From an optimization exercise on the open Yosys and OpenROAD flow, aimed at small area; shortcuts taken in it are not production practice.
Only simulation tests tie the RTL to the original design; equivalence was not proved.
Power and IR drop assume default switching activity.

## P
==> module scaler16, before the edit <==
module scaler16
(
input  wire        CLK,
input  wire        ld,
input  wire [15:0] div,
output wire        tic
);
reg  [15:0] q;
wire [15:0] d;
wire [15:0] t;                   
wire [15:0] s_n;                 
wire        load, load_n;
assign t[1]   = q[0];
assign s_n[0] = q[0];
genvar g;
generate for (g = 1; g < 16; g = g + 1) begin : b
  xnor2 x (.a(q[g]), .b(t[g]), .y(s_n[g]));
  if (g < 15) begin : c
    and2 a (.a(q[g]), .b(t[g]), .y(t[g+1]));
  end
end endgenerate
generate for (g = 0; g < 16; g = g + 1) begin : m
  oai22 o (.a1(s_n[g]), .a2(load), .b1(div[g]), .b2(load_n), .y(d[g]));
end endgenerate
assign tic    = (q == 16'hFFFE);
assign load   = ld | tic;
assign load_n = ~load;
always @(posedge CLK) q <= d;
endmodule
==> flow/config.mk <==
export PLATFORM = sky130hd
export DESIGN_NAME = uart_box
export DESIGN_NICKNAME = uart_box
export VERILOG_FILES = /design/flow/design.v
export SDC_FILE = /design/flow/constraint.sdc
export NUM_CORES = 4
export LEC_CHECK = 0
export CAP_MARGIN = 20
export CORE_MARGIN = 2
export CORE_UTILIZATION = 70
export CTS_BUF_LIST = sky130_fd_sc_hd__clkbuf_8
export CTS_CLUSTER_DIAMETER = 120
export CTS_CLUSTER_SIZE = 16
export SLEW_MARGIN = 20
export SYNTH_HIERARCHICAL = 1
==> flow/constraint.sdc <==
create_clock -name core_clock -period 10.0 [get_ports {CLK}]
set_input_delay 2.0000 -clock core_clock [delete_from_list [all_inputs] [get_ports {CLK}]]
set_output_delay 2.0000 -clock core_clock [all_outputs]
set_load 0.01 [all_outputs]
standard.sh (not shown) runs the stock make flow with config.mk's settings and CLKGATE_MAP_FILE= SYNTH_SCRIPT=/design/flow/synth_recipe.tcl, a recipe that flattens the netlist after the stock synthesis.
==> flow/flow/run.sh <==
#!/bin/bash
# Layout flow: the standard ORFS flow (standard.sh, unchanged synthesis) with two settings
# changed through ORFS's own variables:
#  - clock tree: clkbuf_8 buffers, clusters of at most 18 sinks, no dummy loads
#  - port buffers: sky130_fd_sc_hd__buf_1 on every input and output port
# Each tool's full output stays in orfs/logs/ (ORFS's per-step logs) and in flow_make.log here.
set -euo pipefail
export CTS_ARGS="-sink_clustering_enable -repair_clock_nets -dont_use_dummy_load -buf_list sky130_fd_sc_hd__clkbuf_8 -sink_clustering_size 18 -sink_clustering_max_diameter 120"
export BUFFER_PORTS_ARGS="-buffer_cell sky130_fd_sc_hd__buf_1"
bash standard.sh > flow_make.log 2>&1
P | stages: all done | timing, DRC, antenna: all pass
Relative to P, the following input files were edited for Q:
--- a/flow/design.v
+++ b/flow/design.v
@@ -306,15 +306,23 @@
     and2 a (.a(q[g]), .b(t[g]), .y(t[g+1]));
   end
 end endgenerate
 generate for (g = 0; g < 16; g = g + 1) begin : m
   oai22 o (.a1(s_n[g]), .a2(load), .b1(div[g]), .b2(load_n), .y(d[g]));
 end endgenerate
-assign tic    = (q == 16'hFFFE);
-assign load   = ld | tic;
-assign load_n = ~load;
+wire [3:0] z_n;
+wire [1:0] z;
+nand4  n0 (.a(q[15]), .b(q[14]), .c(q[13]), .d(q[12]), .y(z_n[3]));
+nand4  n1 (.a(q[11]), .b(q[10]), .c(q[9]),  .d(q[8]),  .y(z_n[2]));
+nand4  n2 (.a(q[7]),  .b(q[6]),  .c(q[5]),  .d(q[4]),  .y(z_n[1]));
+nand4b n3 (.a_n(q[0]), .b(q[1]), .c(q[2]),  .d(q[3]),  .y(z_n[0]));
+nor2   o0 (.a(z_n[3]), .b(z_n[2]), .y(z[1]));
+nor2   o1 (.a(z_n[1]), .b(z_n[0]), .y(z[0]));
+and2   a0 (.a(z[1]), .b(z[0]), .y(tic));
+nor2   l0 (.a(ld), .b(tic), .y(load_n));
+inv1   l1 (.a(load_n), .y(load));
 always @(posedge CLK) q <= d;
 endmodule
 module mux32x8
 (
 input  wire [255:0] d,
 input  wire [31:0]  s,
@@ -443,6 +451,13 @@
 (
 input  wire a, b,
 output wire y
 );
 assign y = a ^ b;
 endmodule
+module nand4b
+(
+input  wire a_n, b, c, d,
+output wire y
+);
+assign y = ~(~a_n & b & c & d);
+endmodule
The number of unique standard cell types used by synthesis in Q was lower than what P gave. Comparing P and Q, combinational logic power is higher on P. Q vs. P: number of max-capacitance violations reported about even; global-route usage fell 0.64 points; overall routed net length fell about 3.3%; via count fell 0.86%; global routing met2 resource utilization about even. Cell area after technology mapping of P is on par with Q. Between P and Q, the difference in clock network fraction of total power is negligible. Q vs P on initial antenna violation count: Q is the lower one. Post-route antenna net violation count came out exactly the same in P and Q. Delta (Q minus P): routed length on met1 shrank by 170 µm, met3 track utilization from global routing shrank by 0.35 points.

separate check: timing with driven ports:
No port has a modelled driver above. Below, the same layouts with a new extraction and two added sets of constraints. Step 1 (the two cells are an assumption about what drives the block):
set clk [get_ports {CLK}]
set_driving_cell -lib_cell sky130_fd_sc_hd__clkbuf_16 $clk
set_driving_cell -lib_cell sky130_fd_sc_hd__buf_2 [delete_from_list [all_inputs] $clk]
Step 2 times the ports against the registers' clock, not the clock port: input delays grow and output delays shrink by t, the midpoint of the rising clock arrivals with the driver on. a / b / c = no drivers / after step 1 / after step 2; a / b = the first two.
run	shift t [ns]	slack for setup (ns)	slew at the worst register clock pin (ns)
P	0.619	5.171 / 5.145 / 5.145	0.11 / 0.11
Q	0.616	4.925 / 4.888 / 4.888	0.11 / 0.11
After both steps every run listed still meets setup and hold. The setup slack of Q, which loses most, moves by -0.037 ns with the drivers and by -0.037 ns with both steps.
